Background: an optimization exercise with open tools, aiming at small area and a short achievable clock period. Do not read the settings as production practice. Function was checked by simulation only, so behaviour that the tests miss may differ from the original.

Setup of main:
## wb_lms
module wb_lms (
    input  wire        Clk,
    input  wire        Rst,
    input  wire        wb_cyc_i,
    input  wire        wb_stb_i,
    input  wire        wb_we_i,
    input  wire [31:0] wb_adr_i,
    input  wire [15:0] wb_dat_i,
    output reg  [15:0] wb_dat_o,
    output reg         wb_ack_o,
    output reg         irq_o
);
    reg [15:0] x_in_reg, d_in_reg;
    reg mode_train_reg;
    wire [15:0] y_out, err, w0, w1, w2, w3;
    LMS dut (
        .Clk(Clk),
        .Rst(Rst),
        .mode_train(mode_train_reg),
        .x_in(x_in_reg),
        .d_in(d_in_reg),
        .y_out(y_out),
        .err(err),
        .w0(w0),
        .w1(w1),
        .w2(w2),
        .w3(w3)
    );
    wire       acc = wb_cyc_i & wb_stb_i & ~wb_ack_o;
    wire [3:0] a   = wb_adr_i[5:2];
    wire       rd  = acc & ~wb_we_i;
    reg [15:0] rd_other;
    always @(*) begin
        case (a)
            4'h4:    rd_other = err;
            4'h5:    rd_other = w0;
            4'h6:    rd_other = w1;
            4'h7:    rd_other = w2;
            4'h8:    rd_other = w3;
            default: rd_other = 16'd0;
        endcase
    end
    wire        sel_y   = rd & (a == 4'h3);
    wire [15:0] dat_old = rd ? rd_other : wb_dat_o;
    wire [15:0] dat_nxt = sel_y ? y_out : dat_old;
    always @(posedge Clk or posedge Rst) begin
        if (Rst) begin
            wb_ack_o       <= 0;
            wb_dat_o       <= 0;
            irq_o          <= 0;
            x_in_reg       <= 0;
            d_in_reg       <= 0;
            mode_train_reg <= 0;
        end else begin
            wb_ack_o <= acc;
            irq_o    <= acc & wb_we_i;
            wb_dat_o <= dat_nxt;
            if (acc && wb_we_i) begin
                case (a)
  ...
clock: 10.0 ns
lec_check: 0
abc_area: 1
cap_margin: 20
core_margin: 2
core_utilization: 55
setup_slack_margin: 2
slew_margin: 20
standard.sh (not shown) runs the stock make flow with config.mk's settings and CLKGATE_MAP_FILE= SYNTH_SCRIPT=/design/flow/synth_recipe.tcl, a recipe that flattens the netlist after the stock synthesis.
==> flow/flow/run.sh <==
#!/bin/bash
# Standard synthesis, then full adders flipped to drop the inverters between them, then the
# standard layout from the floorplan on, with a clock tree of small buffers and no dummy loads, and
# small port buffers.
set -euo pipefail
R=$PWD/orfs/results/$FLOW_PLATFORM/wb_lms/base
bash standard.sh "$R/1_2_yosys.v" > synth.log 2>&1
python3 flow/fixinv.py "$R/1_2_yosys.v" "$R/1_2_yosys.fixed.v" > fixinv.log 2>&1
cp "$R/1_2_yosys.v" "$R/1_2_yosys.orig.v"
mv "$R/1_2_yosys.fixed.v" "$R/1_2_yosys.v"
touch "$R/1_2_yosys.v"
export CTS_ARGS="-sink_clustering_enable -repair_clock_nets -dont_use_dummy_load -buf_list {sky130_fd_sc_hd__clkbuf_4 sky130_fd_sc_hd__clkbuf_8}"
export BUFFER_PORTS_ARGS="-buffer_cell sky130_fd_sc_hd__buf_2"
bash standard.sh > layout.log 2>&1
Other scripts of this flow, unchanged in this note and not shown: flow/flow/fixinv.py
Having completed the whole flow, main delivered a layout that passed the timing, DRC and antenna checks.
Setup changes, main to the feature branch
- SETUP_SLACK_MARGIN changed from 2 to 2.8
Taking main as the reference, in the feature branch setup slack of the critical path after layout went up; layout-stage area growth over the synthesis result now larger. Highest metal layer used by the detailed router: met5 -> main, met4 -> the feature branch.

wb_lms again, from the RTL that the note above started with.
==> flow/config.mk <==
export PLATFORM = sky130hd
export DESIGN_NAME = wb_lms
export DESIGN_NICKNAME = wb_lms
export VERILOG_FILES = /design/flow/design.v
export SDC_FILE = /design/flow/constraint.sdc
export NUM_CORES = 4
export LEC_CHECK = 0
export ABC_AREA = 1
export CAP_MARGIN = 20
export CORE_MARGIN = 2
export CORE_UTILIZATION = 55
export SETUP_SLACK_MARGIN = 2
export SLEW_MARGIN = 20
==> flow/constraint.sdc <==
create_clock -name core_clock -period 10.0 [get_ports {Clk}]
set_input_delay 2.0000 -clock core_clock [delete_from_list [all_inputs] [get_ports {Clk}]]
set_output_delay 2.0000 -clock core_clock [all_outputs]
set_load 0.01 [all_outputs]
==> flow/flow/run.sh <==
#!/bin/bash
# Standard synthesis, then full adders flipped to drop the inverters between them, then the
# standard layout from the floorplan on, with a clock tree of small buffers and no dummy loads.
set -euo pipefail
R=$PWD/orfs/results/$FLOW_PLATFORM/wb_lms/base
bash standard.sh "$R/1_2_yosys.v" > synth.log 2>&1
python3 flow/fixinv.py "$R/1_2_yosys.v" "$R/1_2_yosys.fixed.v" > fixinv.log 2>&1
cp "$R/1_2_yosys.v" "$R/1_2_yosys.orig.v"
mv "$R/1_2_yosys.fixed.v" "$R/1_2_yosys.v"
touch "$R/1_2_yosys.v"
export CTS_ARGS="-sink_clustering_enable -repair_clock_nets -dont_use_dummy_load -buf_list {sky130_fd_sc_hd__clkbuf_4 sky130_fd_sc_hd__clkbuf_8}"
bash standard.sh > layout.log 2>&1
==> flow/flow/fixinv.py <==
#!/usr/bin/env python3
"""Push inverters through full adders in a Yosys netlist.

A full adder is self-dual: FA(~a,~b,~c) = (~sum, ~cout). The adder extraction of the
standard synthesis leaves many inverters between full adders; this script chooses, for
every full adder, whether it works on inverted signals, so that as few inverters as
possible remain, and rewrites the netlist with only those inverters.
usage: fixinv.py in.v out.v
"""
import re, sys, random

src = open(sys.argv[1]).read()
inst_re = re.compile(r'^  (sky130_fd_sc_hd__\w+) (\S+) +\(\n((?:    \.\w+\([^\n]*\),?\n)+)  \);\n', re.M)
pin_re = re.compile(r'    \.(\w+)\((.*)\),?$')
cells = []  # [type, name, [(pin, net)], span]
for m in inst_re.finditer(src):
    pins = [pin_re.match(l).groups() for l in m.group(3).rstrip('\n').split('\n')]
    cells.append([m.group(1), m.group(2), pins, m.span()])

ninst = len(re.findall(r'^  sky130_fd_sc_hd__\w+ ', src, re.M))
if ninst != len(cells) or re.search(r'^\s*assign ', src, re.M):
    print(f"netlist not understood ({ninst} instances, {len(cells)} parsed); left as it is", file=sys.stderr)
    open(sys.argv[2], "w").write(src)
    sys.exit(0)
OUTP = {'X', 'Y', 'Q', 'Q_N', 'SUM', 'COUT', 'HI', 'LO'}
mod_m = re.search(r'^module \w+\((.*?)\);', src, re.M | re.S)
ports = set()
for m in re.finditer(r'^\s*(input|output)\s+(\[\d+:\d+\]\s+)?(\S+);', src, re.M):
    ports.add(m.group(3))
def base_name(n):
    n = n.strip()
    if n.startswith('\\'):
        return n.split(' ')[0][1:]
    return re.sub(r'\[\d+\]$', '', n)
def is_port(n):
    return base_name(n) in ports

def is_inv(t):
    return re.match(r'sky130_fd_sc_hd__(clk)?inv_\d+$', t) is not None
def is_fa(t):
    return re.match(r'sky130_fd_sc_hd__fa_\d+$', t) is not None

driver = {}
inv_of = {}  # out net -> in net for collapsible inverters
for ci, (t, name, pins, span) in enumerate(cells):
    for p, n in pins:
        if p in OUTP:
            driver[n.strip()] = ci
for ci, (t, name, pins, span) in enumerate(cells):
    if is_inv(t):
        d = dict(pins)
        o, a = d['Y'].strip(), d['A'].strip()
        if not is_port(o):
            inv_of[o] = a

def resolve(n):
    c = 0
    while n in inv_of:
        n = inv_of[n]; c ^= 1
    return n, c

flip = [0] * len(cells)
def is_x(t):
    return re.match(r'sky130_fd_sc_hd__x(n)?or2_1$', t) is not None
fa_ids = [ci for ci, c in enumerate(cells) if is_fa(c[0])]
x_ids = [ci for ci, c in enumerate(cells) if is_x(c[0])]
# consumer pins: (ci, pin, base, c)
cons = []
for ci, (t, name, pins, span) in enumerate(cells):
    if ci in () or (is_inv(t) and dict(pins)['Y'].strip() in inv_of):
        continue
    for pi, (p, n) in enumerate(pins):
        if p in OUTP: continue
        n = n.strip()
        if n.startswith("1'b") or n == '': continue
        b, c = resolve(n)
        cons.append((ci, pi, b, c))
by_base = {}
by_cell = {}
for k, (ci, pi, b, c) in enumerate(cons):
    by_base.setdefault(b, []).append(k)
    by_cell.setdefault(ci, []).append(k)
def f_drv(b):
    d = driver.get(b)
    return flip[d] if d is not None else 0
isfa = [is_fa(c[0]) for c in cells]
isx = [is_x(c[0]) for c in cells]
def rawneed(k):
    ci, pi, b, c = cons[k]
    return c ^ (flip[ci] if isfa[ci] else 0) ^ f_drv(b)
def need(k):
    # an xor/xnor absorbs an inverted input by changing its type (see the rewrite)
    if isx[cons[k][0]]:
        return 0
    return rawneed(k)
ninv = {}
for b, ks in by_base.items():
    ninv[b] = sum(need(k) for k in ks)
def cost():
    return sum(1 for v in ninv.values() if v > 0)
start = cost()
outs_of = {ci: [n.strip() for p, n in cells[ci][2] if p in OUTP] for ci in fa_ids + x_ids}
def affected(ci):
    ks = set(by_cell.get(ci, [])) if isfa[ci] else set()
    for o in outs_of[ci]:
        ks.update(by_base.get(o, []))
    return ks
def do_flip(ci):
    ks = affected(ci)
    bases = set(cons[k][2] for k in ks)
    before = sum(1 for b in bases if ninv[b] > 0)
    for k in ks: ninv[cons[k][2]] -= need(k)
    flip[ci] ^= 1
    for k in ks: ninv[cons[k][2]] += need(k)
    after = sum(1 for b in bases if ninv[b] > 0)
    return after - before
import math
fl_ids = fa_ids + x_ids
random.seed(1)
cur = cost()
best = cur; bestflip = flip[:]
T = 2.0
nmoves = 400000
for it in range(nmoves):
    ci = random.choice(fl_ids)
    d = do_flip(ci)
    if d <= 0 or random.random() < math.exp(-d / T):
        cur += d
        if cur < best:
            best = cur; bestflip = flip[:]
    else:
        do_flip(ci)
    T = max(0.02, 2.0 * (1 - it / nmoves))
for ci in fl_ids:
    if flip[ci] != bestflip[ci]:
        do_flip(ci)
end = cost()
print(f"inverters: {len(inv_of)} collapsible, nets needing one before {start}, after {end}", file=sys.stderr)

# rewrite
newinv = {}
def esc(n):
    return n + ' ' if n.startswith('\\') else n
def inv_net(b):
    if b not in newinv:
        newinv[b] = f"_fixinv{len(newinv)}_"
    return newinv[b]
pieces = []
last = 0
for ci, (t, name, pins, span) in enumerate(cells):
    pieces.append(src[last:span[0]])
    last = span[1]
    if is_inv(t) and dict(pins)['Y'].strip() in inv_of:
        continue
    ks = {cons[k][1]: k for k in by_cell.get(ci, [])}
    swap = 0
    if is_x(t):
        swap = flip[ci]
        for k in by_cell.get(ci, []):
            swap ^= rawneed(k)
    if swap:
        t = t.replace('xnor2', 'XOR2') if 'xnor2' in t else t.replace('xor2', 'xnor2')
        t = t.replace('XOR2', 'xor2')
    lines = []
    for pi, (p, n) in enumerate(pins):
        if pi in ks:
            k = ks[pi]
            b = cons[k][2]
            n = inv_net(b) if need(k) else esc(b)
        if swap and p in ('X', 'Y'):
            p = 'Y' if p == 'X' else 'X'
        lines.append(f"    .{p}({n})")
    pieces.append(f"  {t} {name} (\n" + ",\n".join(lines) + "\n  );\n")
pieces.append(src[last:])
out = "".join(pieces)
decl = "".join(f"  wire {v};\n" for v in newinv.values())
# inv_2 has the area of inv_1: use it where an inverter drives more than two pins
nfo = {}
for k in range(len(cons)):
    if need(k):
        nfo[cons[k][2]] = nfo.get(cons[k][2], 0) + 1
def invcell(b):
    return "inv_2" if nfo.get(b, 0) > 2 else "inv_1"
cellsv = "".join(f"  sky130_fd_sc_hd__{invcell(b)} _fixinvc{i}_ (\n    .A({esc(b)}),\n    .Y({v})\n  );\n" for i, (b, v) in enumerate(newinv.items()))
k = out.rfind("endmodule")
out = out[:k] + cellsv + out[k:]
# declarations after the module header
m = re.search(r'^module \w+\(.*?\);\n', out, re.M | re.S)
out = out[:m.end()] + decl + out[m.end():]
open(sys.argv[2], "w").write(out)
Edit:
--- a/flow/flow/run.sh
+++ b/flow/flow/run.sh
@@ -1,5 +1,6 @@
 #!/bin/bash
 # Standard synthesis, then full adders flipped to drop the inverters between them, then the
-# standard layout from the floorplan on, with a clock tree of small buffers and no dummy loads.
+# standard layout from the floorplan on, with a clock tree of small buffers and no dummy loads, and
+# small port buffers.
 set -euo pipefail
 R=$PWD/orfs/results/$FLOW_PLATFORM/wb_lms/base
@@ -10,3 +11,4 @@
 touch "$R/1_2_yosys.v"
 export CTS_ARGS="-sink_clustering_enable -repair_clock_nets -dont_use_dummy_load -buf_list {sky130_fd_sc_hd__clkbuf_4 sky130_fd_sc_hd__clkbuf_8}"
+export BUFFER_PORTS_ARGS="-buffer_cell sky130_fd_sc_hd__buf_2"
 bash standard.sh > layout.log 2>&1
--- a/flow/flow/fixinv.py
+++ b/flow/flow/fixinv.py
@@ -85,13 +85,7 @@
     return flip[d] if d is not None else 0
 isfa = [is_fa(c[0]) for c in cells]
-isx = [is_x(c[0]) for c in cells]
-def rawneed(k):
+def need(k):
     ci, pi, b, c = cons[k]
     return c ^ (flip[ci] if isfa[ci] else 0) ^ f_drv(b)
-def need(k):
-    # an xor/xnor absorbs an inverted input by changing its type (see the rewrite)
-    if isx[cons[k][0]]:
-        return 0
-    return rawneed(k)
 ninv = {}
 for b, ks in by_base.items():
@@ -154,12 +148,4 @@
         continue
     ks = {cons[k][1]: k for k in by_cell.get(ci, [])}
-    swap = 0
-    if is_x(t):
-        swap = flip[ci]
-        for k in by_cell.get(ci, []):
-            swap ^= rawneed(k)
-    if swap:
-        t = t.replace('xnor2', 'XOR2') if 'xnor2' in t else t.replace('xor2', 'xnor2')
-        t = t.replace('XOR2', 'xor2')
     lines = []
     for pi, (p, n) in enumerate(pins):
@@ -168,7 +154,10 @@
             b = cons[k][2]
             n = inv_net(b) if need(k) else esc(b)
-        if swap and p in ('X', 'Y'):
+        if is_x(t) and flip[ci] and p in ('X', 'Y'):
             p = 'Y' if p == 'X' else 'X'
         lines.append(f"    .{p}({n})")
+    if is_x(t) and flip[ci]:
+        t = t.replace('xnor2', 'XOR2') if 'xnor2' in t else t.replace('xor2', 'xnor2')
+        t = t.replace('XOR2', 'xor2')
     pieces.append(f"  {t} {name} (\n" + ",\n".join(lines) + "\n  );\n")
 pieces.append(src[last:])
Settings changed: SETUP_SLACK_MARGIN 2 to 2.4.
The changed run ran to the end with no violations.
Wire length rose by 0.94%.
Hold slack gains 0.065 ns.
Die area hardly moves.
First-iteration DRC count rose by about 1.7%.
Edit:
==> flow/flow/run.sh (replaced) <==
#!/bin/bash
# Standard synthesis, then full adders flipped to drop the inverters between them, then the
# standard layout from the floorplan on, with a clock tree of small buffers and no dummy loads.
set -euo pipefail
R=$PWD/orfs/results/$FLOW_PLATFORM/wb_lms/base
bash standard.sh "$R/1_2_yosys.v" > synth.log 2>&1
python3 flow/fixinv.py "$R/1_2_yosys.v" "$R/1_2_yosys.fixed.v" > fixinv.log 2>&1
cp "$R/1_2_yosys.v" "$R/1_2_yosys.orig.v"
mv "$R/1_2_yosys.fixed.v" "$R/1_2_yosys.v"
touch "$R/1_2_yosys.v"
export CTS_ARGS="-sink_clustering_enable -repair_clock_nets -dont_use_dummy_load -buf_list {sky130_fd_sc_hd__clkbuf_4 sky130_fd_sc_hd__clkbuf_8}"
bash standard.sh > layout.log 2>&1
--- a/flow/flow/fixinv.py
+++ b/flow/flow/fixinv.py
@@ -85,7 +85,13 @@
     return flip[d] if d is not None else 0
 isfa = [is_fa(c[0]) for c in cells]
-def need(k):
+isx = [is_x(c[0]) for c in cells]
+def rawneed(k):
     ci, pi, b, c = cons[k]
     return c ^ (flip[ci] if isfa[ci] else 0) ^ f_drv(b)
+def need(k):
+    # an xor/xnor absorbs an inverted input by changing its type (see the rewrite)
+    if isx[cons[k][0]]:
+        return 0
+    return rawneed(k)
 ninv = {}
 for b, ks in by_base.items():
@@ -148,4 +154,12 @@
         continue
     ks = {cons[k][1]: k for k in by_cell.get(ci, [])}
+    swap = 0
+    if is_x(t):
+        swap = flip[ci]
+        for k in by_cell.get(ci, []):
+            swap ^= rawneed(k)
+    if swap:
+        t = t.replace('xnor2', 'XOR2') if 'xnor2' in t else t.replace('xor2', 'xnor2')
+        t = t.replace('XOR2', 'xor2')
     lines = []
     for pi, (p, n) in enumerate(pins):
@@ -154,10 +168,7 @@
             b = cons[k][2]
             n = inv_net(b) if need(k) else esc(b)
-        if is_x(t) and flip[ci] and p in ('X', 'Y'):
+        if swap and p in ('X', 'Y'):
             p = 'Y' if p == 'X' else 'X'
         lines.append(f"    .{p}({n})")
-    if is_x(t) and flip[ci]:
-        t = t.replace('xnor2', 'XOR2') if 'xnor2' in t else t.replace('xor2', 'xnor2')
-        t = t.replace('XOR2', 'xor2')
     pieces.append(f"  {t} {name} (\n" + ",\n".join(lines) + "\n  );\n")
 pieces.append(src[last:])
Settings changed: SETUP_SLACK_MARGIN 2.4 to 1.6.
Effect: The new run completed without violations; global-route usage came out lower by 0.24 points; first-iteration DRC count came out higher by 1.0%; area after synthesis hardly moves; wire length came out lower by 0.86%; non-clock buffer count came out lower by 15; final area came out lower by 0.54%; register-to-register slack degrades by 0.61 ns; synthesized cell count came out lower by 0.42%; critical path depth came out higher by 1.

[what the ideal ports hide]
In the flow no input, the clock included, has a driving cell. The finished layouts below were timed again as built, in two steps. Step 1, drivers: a clkbuf_16 drives Clk and a buf_2 each remaining input, both assumed. Step 2, shift: input delay + t, output delay - t, t = (earliest + latest rising clock arrival at the registers) / 2. This alone moves slack from input paths to output paths. Slacks: no drivers / after step 1 / after step 2; pairs: no drivers / after step 1.
| run | shift t [ns] | setup WS [ns] | hold WS [ns] | worst setup path after step 2 | worst register clock-pin slew, ns |
|---|---|---|---|---|---|
| main | 0.784 | 2.184 / 2.184 / 2.184 | 0.494 / 0.494 / 0.494 | register to register | 0.07 / 0.07 |
| the feature branch | 0.792 | 2.866 / 2.866 / 2.866 | 0.492 / 0.492 / 0.492 | register to register | 0.07 / 0.07 |
| the first run of note 2 | 0.783 | 2.097 / 2.097 / 2.097 | 0.428 / 0.428 / 0.428 | register to register | 0.07 / 0.07 |
| the second run of note 2 | 0.794 | 2.451 / 2.451 / 2.451 | 0.493 / 0.493 / 0.493 | register to register | 0.07 / 0.07 |
| the third run of note 2 | 0.782 | 1.845 / 1.845 / 1.845 | 0.428 / 0.428 / 0.428 | register to register | 0.07 / 0.07 |
After both steps setup and hold are still met in every run listed.
